From an optimization exercise on the open Yosys and OpenROAD flow, aimed at small area; shortcuts taken in it are not production practice.
Only the layout flow was run in this run; the RTL was not checked for function there.
Power figures rest on the tool's default switching activity, not on a simulated workload.

==> design.v <==
module Main(
  input  i_Clk,
  input  i_Reset,
  input  i_Switch_1,
  input  i_Switch_2,
  input  i_Switch_3,
  input  i_Switch_4,
  input  io_PMOD_1,
  output io_PMOD_2,
  output o_LED_1,
  output o_LED_2,
  output o_LED_3,
  output o_LED_4,
  output o_VGA_HSync,
  output o_VGA_VSync,
  output o_VGA_Red_0,
  output o_VGA_Red_1,
  output o_VGA_Red_2,
  output o_VGA_Grn_0,
  output o_VGA_Grn_1,
  output o_VGA_Grn_2,
  output o_VGA_Blu_0,
  output o_VGA_Blu_1,
  output o_VGA_Blu_2);
  reg [9:0] x;
  reg [9:0] y;
  wire x_end = x[9] & x[8] & x[5];             
  wire y_end = y[9] & y[3] & y[2] & y[0];      
  wire x_eq1 = ~|x[9:1];
  wire y_eq1 = ~|y[9:1];
  wire x_ge640 = x[9] & (x[8] | x[7]);
  wire x_gt640 = x[9] & (x[8] | (x[7] & |x[6:0]));
  wire y_ge480 = y[9] | &y[8:5];
  wire y_gt480 = y[9] | (&y[8:5] & |y[4:0]);
  always @(posedge i_Clk) begin
    if (i_Reset || x_end)
      x <= 1;
    else
      x <= x + 10'd1;
  end
  always @(posedge i_Clk) begin
    if (i_Reset || (x_end && y_end))
      y <= 1;
    else
      y <= y + x_end;
  end
  wire hr = x_end;
  wire hb = x_ge640 & ~x_end;
  wire vr = (y_eq1 & ~x_end) | (y_end & x_end);
  wire vb = (y_gt480 | (y_ge480 & x_end)) & ~(y_end & x_end);
  wire hr_d = x_eq1;
  wire hb_d = x_gt640;
  wire vr_d = y_eq1;
  wire vb_d = y_gt480;
  assign o_VGA_HSync = x < 657 || x > 752;
  assign o_VGA_VSync = y < 491 || y > 492;
  assign io_PMOD_2   = o_VGA_VSync;
  reg [5:0] paddle;
  wire paddle_on = |paddle;
  wire paddle_video = ~io_PMOD_1 & paddle_on & x >= 32 & x <= 42;
  wire paddle_inc = hr & ~io_PMOD_1 & paddle_on;
  always @(posedge i_Clk) begin
    if (i_Reset || vr)
      paddle <= 9;
    else
      paddle <= paddle + paddle_inc;
  end
  reg [9:0] bh;
  reg [1:0] speed;
  reg [8:0] bv;
  reg hdir_q, vdir_q;
  wire ball_h = bh > 698 && bh <= 708;
  wire ball_v = bv > 267 && bv <= 277;
  wire ball   = ball_h && ball_v;
  wire hit    = ball && paddle_video;
  reg hdir, vdir;
  always @* begin
    hdir = hdir_q;
    vdir = vdir_q;
    if (ball_v && vr_d) vdir = 1'b0;
    if (ball_v && vb_d) vdir = 1'b1;
    if (ball_h && hb_d) hdir = 1'b1;
    if (ball_h && hr_d) hdir = 1'b0;
    if (hit) hdir = 1'b0;
    if (i_Switch_1) begin hdir = 1'b1; vdir = 1'b1; end
    if (i_Switch_2) begin hdir = 1'b1; vdir = 1'b0; end
    if (i_Switch_3) begin hdir = 1'b0; vdir = 1'b1; end
    if (i_Switch_4) begin hdir = 1'b0; vdir = 1'b0; end
    if (i_Reset)    begin hdir = 1'b0; vdir = 1'b1; end
  end
  always @(posedge i_Clk) begin
    hdir_q <= hdir;
    vdir_q <= vdir;
  end
  wire move = vb & |speed;
  wire bh_en = ~hb;
  wire [10:0] bh_inc = bh + bh_en;
  wire bh_wrap = bh_inc[10];
  always @(posedge i_Clk) begin
    if (i_Reset)
      bh <= 383;
    else if (bh_wrap)
      bh <= move ? (hdir ? 10'd385 : 10'd383) : 10'd384;
    else
      bh <= bh_inc[9:0];
  end
  always @(posedge i_Clk) begin
    if (i_Reset || (y_end && x_end))
      speed <= 3;
    else if (bh_wrap && move)
      speed <= speed - 2'd1;
  end
  wire bv_en = hr & ~vb;
  wire [9:0] bv_inc = bv + bv_en;
  wire bv_wrap = bv_inc[9];
  always @(posedge i_Clk) begin
    if (i_Reset)
      bv <= 32;
    else if (bv_wrap)
      bv <= vdir ? 9'd33 : 9'd31;
    else
      bv <= bv_inc[8:0];
  end
  wire [3:0] ny = y[3:0] + 4'd3;
  wire net_video = ny[3] && x >= 317 && x <= 324;
  reg  [23:0] lfsr;
  wire tick = lfsr == 24'hb862c1;
  wire lfsr_load = i_Reset || tick;
  always @(posedge i_Clk) begin
    if (lfsr_load)
      lfsr <= 0;
    else
      lfsr <= {~lfsr[22:0], ~(lfsr[23] ^ lfsr[22] ^ lfsr[21] ^ lfsr[16])};
  end
  reg [1:0] led;
  reg [2:0] five;
  always @(posedge i_Clk) begin
    if (i_Reset) begin
      led  <= 0;
      five <= 0;
    end else if (tick) begin
      led  <= led + 2'd1;
      five <= five == 4 ? 3'd0 : five + 3'd1;
    end
  end
  assign o_LED_4 = led == 0;
  assign o_LED_3 = led == 1;
  assign o_LED_2 = led == 2;
  assign o_LED_1 = led == 3;
  wire [9:0] dig;
  assign dig[0] = led[0] == 1'b0 && five == 3'd0;
  assign dig[1] = led[0] == 1'b1 && five == 3'd1;
  assign dig[2] = led[0] == 1'b0 && five == 3'd2;
  assign dig[3] = led[0] == 1'b1 && five == 3'd3;
  assign dig[4] = led[0] == 1'b0 && five == 3'd4;
  assign dig[5] = led[0] == 1'b1 && five == 3'd0;
  assign dig[6] = led[0] == 1'b0 && five == 3'd1;
  assign dig[7] = led[0] == 1'b1 && five == 3'd2;
  assign dig[8] = led[0] == 1'b0 && five == 3'd3;
  assign dig[9] = led[0] == 1'b1 && five == 3'd4;
  wire [6:0] seg;
  assign seg[6] = dig[0] | dig[2] | dig[3] | dig[5] | dig[6] | dig[7] | dig[8] | dig[9];
  assign seg[5] = dig[0] | dig[1] | dig[2] | dig[3] | dig[4] | dig[7] | dig[8] | dig[9];
  assign seg[4] = dig[0] | dig[1] | dig[3] | dig[4] | dig[5] | dig[6] | dig[7] | dig[8] | dig[9];
  assign seg[3] = dig[0] | dig[2] | dig[3] | dig[5] | dig[6] | dig[8] | dig[9];
  assign seg[2] = dig[0] | dig[2] | dig[6] | dig[8];
  assign seg[1] = dig[0] | dig[4] | dig[5] | dig[6] | dig[8] | dig[9];
  assign seg[0] = dig[2] | dig[3] | dig[4] | dig[5] | dig[6] | dig[8] | dig[9];
  wire in_digit = x[9:5] == 5'b00111 || x[9:5] == 5'b01100;
  wire [2:0] col = {x[4:3] == 2'd0, 1'b0, x[4:3] == 2'd3};
  wire [6:0] row = y[9:3] - 7'd3;
  wire col_l = x[4:3] == 2'd0;
  wire col_r = x[4:3] == 2'd3;
  wire r_a = row == 0;
  wire r_top = row <= 3;
  wire r_bot = row >= 3 && row <= 6;
  wire r_d = row == 6;
  wire r_g = row == 3;
  wire score_video = in_digit && (
       seg[6] && r_a
    || seg[5] && col_r && r_top
    || seg[4] && col_r && r_bot
    || seg[3] && r_d
    || seg[2] && col_l && r_bot
    || seg[1] && col_l && r_top
    || seg[0] && r_g);
  wire video = x <= 640 && y <= 480
    && (paddle_video || ball || net_video || score_video);
  assign o_VGA_Red_0 = video;
  assign o_VGA_Red_1 = video;
  assign o_VGA_Red_2 = video;
  assign o_VGA_Grn_0 = video;
  assign o_VGA_Grn_1 = video;
  assign o_VGA_Grn_2 = video;
  assign o_VGA_Blu_0 = video;
  assign o_VGA_Blu_1 = video;
  assign o_VGA_Blu_2 = video;
endmodule
==> run.sh <==
#!/bin/bash
# synth_recipe.tcl (not shown) runs the flow's synth.tcl, then flattens the netlist and writes it again
# the make line also repeats each setting of config.mk as NAME=value (left out here)
make -C /OpenROAD-flow-scripts/flow DESIGN_CONFIG=/design/flow/config.mk WORK_HOME=/design/flow/orfs CLKGATE_MAP_FILE= SYNTH_SCRIPT=/design/flow/synth_recipe.tcl finish
==> config.mk <==
export PLATFORM = sky130hd
export DESIGN_NAME = Main
export DESIGN_NICKNAME = Main
export VERILOG_FILES = /design/flow/design.v
export SDC_FILE = /design/flow/constraint.sdc
export NUM_CORES = 4
export LEC_CHECK = 0
export CAP_MARGIN = 20
export CORE_MARGIN = 2
export CORE_UTILIZATION = 40
export SLEW_MARGIN = 20
==> constraint.sdc <==
create_clock -name core_clock -period 10.0 [get_ports {i_Clk}]
set_input_delay 2.0000 -clock core_clock [delete_from_list [all_inputs] [get_ports {i_Clk}]]
set_output_delay 2.0000 -clock core_clock [all_outputs]
set_load 0.01 [all_outputs]
==> results.txt <==
-- power breakdown --
group | switching (uW) | total, uW | internal (uW) | leakage (uW)
combinational | 35.9 | 67.5 | 31.6 | 0.000995
clock | 130 | 227 | 96.5 | 0.0000947
sequential | 18.1 | 348 | 330 | 0.000640
-- critical path, stage by stage --
cell and delay (ns):
clkdlybuf4s50_1 0.41, a21oi_1 0.28, nand2_1 0.09, o22ai_1 0.18
a31oi_1 0.07, o41ai_2 0.64, clkdlybuf4s50_1 0.67
-- sequential cells by signal, summed over array words and instances (netlist names), 2 cells and up --
name / flops
paddle: 6
bh: 10
five: 3
led: 2
lfsr: 24
y: 10
x: 10
speed: 2
bv: 9
-- cell usage in the layout (no fill, tap or decap), types with 5 or more instances in the layout --
master and instances:
nor2_1 83, dfxtp_1 78, nand2_1 36, ha_1 27
nand3_1 23, clkdlybuf4s50_1 22, inv_1 19, a21oi_1 18
xor2_1 18, xnor2_1 17, o21ai_0 12, nor3_1 10
nand4_1 10, clkbuf_8 9, mux2i_1 8, o211ai_1 5
nor4b_1 5, nand2b_1 5, and2_1 5, and3_1 5
-- cell usage after synthesis (all sizes together), types with 5 or more instances --
| cell type | count |
|---|---|
| nor4b | 5 |
| nor2 | 83 |
| dfxtp | 78 |
| a21oi | 18 |
| nand3 | 24 |
| and3 | 5 |
| o211ai | 6 |
| inv | 20 |
| xnor2 | 17 |
| and2 | 5 |
| o21ai | 15 |
| nor3 | 10 |
| mux2i | 8 |
| nand2b | 7 |
| ha | 27 |
| nand4 | 10 |
| nor4 | 5 |
| buf | 14 |
| nand2 | 36 |
| clkbuf | 17 |
| xor2 | 18 |
-- cell families (layout without fill, tap and decap cells) --
group           after synthesis  in the layout  synth area share, %
buf+inv                      51             59                5.697
mux                           8              8                1.993
simple gates                211            211                25.90
compound gates               68             68                11.52
xor+xnor                     35             35                7.628
fa+ha+maj                    27             27                8.406
flops                        78             78                38.85
-- stage by stage --
stage                     worst slack (ns)  cell area [um2]  utilization, %
after floorplan                      4.253             4019               -
after global placement               3.374             4259           43.57
after detailed placement             3.196             4259           43.57
after CTS                            3.191             4448           45.51
after global routing                 3.440             4456           45.58
final                                3.653             4456           45.58
-- layout make-up --
type                       instances  area share (%)
clock buffer                       9           2.780
clock inverter                     7           1.460
inverter                          20           1.685
multi-input combinational        349           50.18
sequential                        78           35.05
tap                              133           3.735
timing repair buffer              23           5.111
-- how the worst max path moves through the flow --
stage,startpoint,to,slack [ns],cells past startpoint
2_1_floorplan,io_PMOD_1,o_VGA_Blu_1,4.25,6
3_3_place_gp,io_PMOD_1,o_VGA_Grn_2,3.37,7
3_5_place_dp,io_PMOD_1,o_VGA_Red_0,3.20,7
4_1_cts,io_PMOD_1,o_VGA_Red_0,3.19,7
5_1_grt,io_PMOD_1,o_VGA_Grn_1,3.44,7
6_report,io_PMOD_1,o_VGA_Grn_1,3.65,7
-- per-layer routing --
metal,wire length [um],global-route usage [%],up-vias
met3,329,4.198,9
met2,3797,25.38,53
met1,3789,20.09,1490
met4,107,5.502,0
li1,-,-,1637
met5,0,0,-
==> metrics.csv <==
stage,metric,value,unit
route,route.vias.total,3189,
cts,cts_tree,built,
cts,htree_num_levels,3,
timing,slew_violations,0,
yosys,synth.distinct_cells,57,
yosys,synth-edff-count,0,
timing,skew,0.007950,ns
setup_path,path_class,input pin to output port,
finish,syn_to_final_growth,10.87,%
timing,hold_viol,0,
cts,cts_resized,0,
cts,ctsRootBufferMaster,clkbuf_8,
min_path,hold_class,flop to flop,
yosys,syn-cell-area,4019,um2
finish,seq_area,1562,um2
setup_path,timing.rr.end,bh[7]$_SDFF_PP0_,
floorplanning,rows,36,
floorplanning,die_h,104.2,um
placement,hpwl,5.766,mm
run,maxCapViolCount,0,
yosys,synthArstFlopShare,0,%
finish,diodes,0,
route,antenna_left,0,
route,drt_iter0_drc,177,
min_path,min_to,lfsr[5]$_SDFF_PP0_,
timing,setup_tns,0,ns
cts,cts_setup_buffers,0,
yosys,ys_seq_area_share,38.85,%
cts,clock_latency,0.36,ns
timing,slew_headroom,42.17,%
timing,rsz0062_at_grt,no,
setup_path,cp.arrival,4.35,ns
power_and_ir_drop,total_power,641.7,uW
cts,clockBufferDepth,2,
grt,antenna_found_initial,0,
timing,fin_crit,6.347,ns
route,post_drt_via_cell_ratio,5.152,
floorplanning,initial_core_util,41.12,%
route,wl_per_cell,12.96,um
grt,track_usage,15.65,%
floorplanning,dieWidth,104.2,um
finish,final_net_count,515,
placement,gp_congestion,0.8798,
setup_path,worstPathRequired,8.00,ns
setup_path,worstPathMaxFanout,9,
power_and_ir_drop,cellPowerDensity,144.0,nW/um2
finish,final_cells,619,
grt,grt_pass1_wl,13.90,mm
grt,grt_overflow_total,0,
timing,holdWs,0.4076,ns
timing,max_freq,157.6,MHz
floorplanning,die_area,10860,um2
cts,cts.clk_slew.worst_paths,0.09,ns
setup_path,r2r-start,x[8]$_SDFF_PP0_,
setup_path,r2r_slack,7.04,ns
yosys,synth_fp_nets,512,
yosys,synth_area_per_cell,8.408,um2
power_and_ir_drop,irDropWorstVdd,0.08122,mV
yosys,synthFlopType,dfxtp_1,
yosys,synth.area.top_cells,"dfxtp_1 (39%), ha_1 (8.4%), nor2_1 (7.8%)",
grt,grt_max_degree,26,
yosys,synthCells,478,
run_status,outcome,no timing/DRC/antenna violations,
setup_path,startpoint_type,input pin,
timing,post-route-period-util,63.47,%
cts,cts_buffers,9,
power_and_ir_drop,p_leak,0.001730,uW
yosys,yosys_warnings,1,
grt,grt_pass1_vias,3018,
finish,fillers,969,
yosys,yosysTopAreaCell,dfxtp_1,
placement,io_buffers,22,
timing,setup_viol,0,
placement,dp.cells,603,
yosys,synth-seq-cells,78,
floorplanning,ios,23,
min_path,whs_path_depth,1,
setup_path,endpoint_kind,output port,
cts,postCtsHoldBufs,0,
timing,worst_slew_pin_slew,0.8602,ns
min_path,hold_start,lfsr[4]$_SDFF_PP0_,
finish,multi_input_area,2236,um2
finish,drive_above_1_share,5.761,%
yosys,synth_top_area_share,38.85,%
route,totalWireLength,8.023,mm
cts,clock-sinks,78,
route,drc,0,
floorplanning,core,9774,um2
route,drt-pass1-iter-count,4,
setup_path,worst-r2r-cell-count,10,

-- what the ideal ports hide --
No port has a modelled driver above. Below, the same layout with a new extraction and two added sets of constraints.
Step 1 assumes that a clkbuf_16 drives the clock port and a buf_2 every other input.
Step 2 moves the port delays by t, midway between the first and last clock arrival at a register: inputs arrive t later, outputs are due t later. That takes back most of the time a late clock gives input paths.
Three values: ideal ports, drivers, drivers and shift; two values: the first two.
shift t [ns]: 0.387
setup slack, ns: 3.653 / 3.631 / 3.631
slew at the worst register clock pin (ns): 0.09 / 0.09
After both steps setup and hold are still met in this run. For this run, drivers alone change the setup slack by -0.022 ns; drivers and shift together by -0.022 ns.
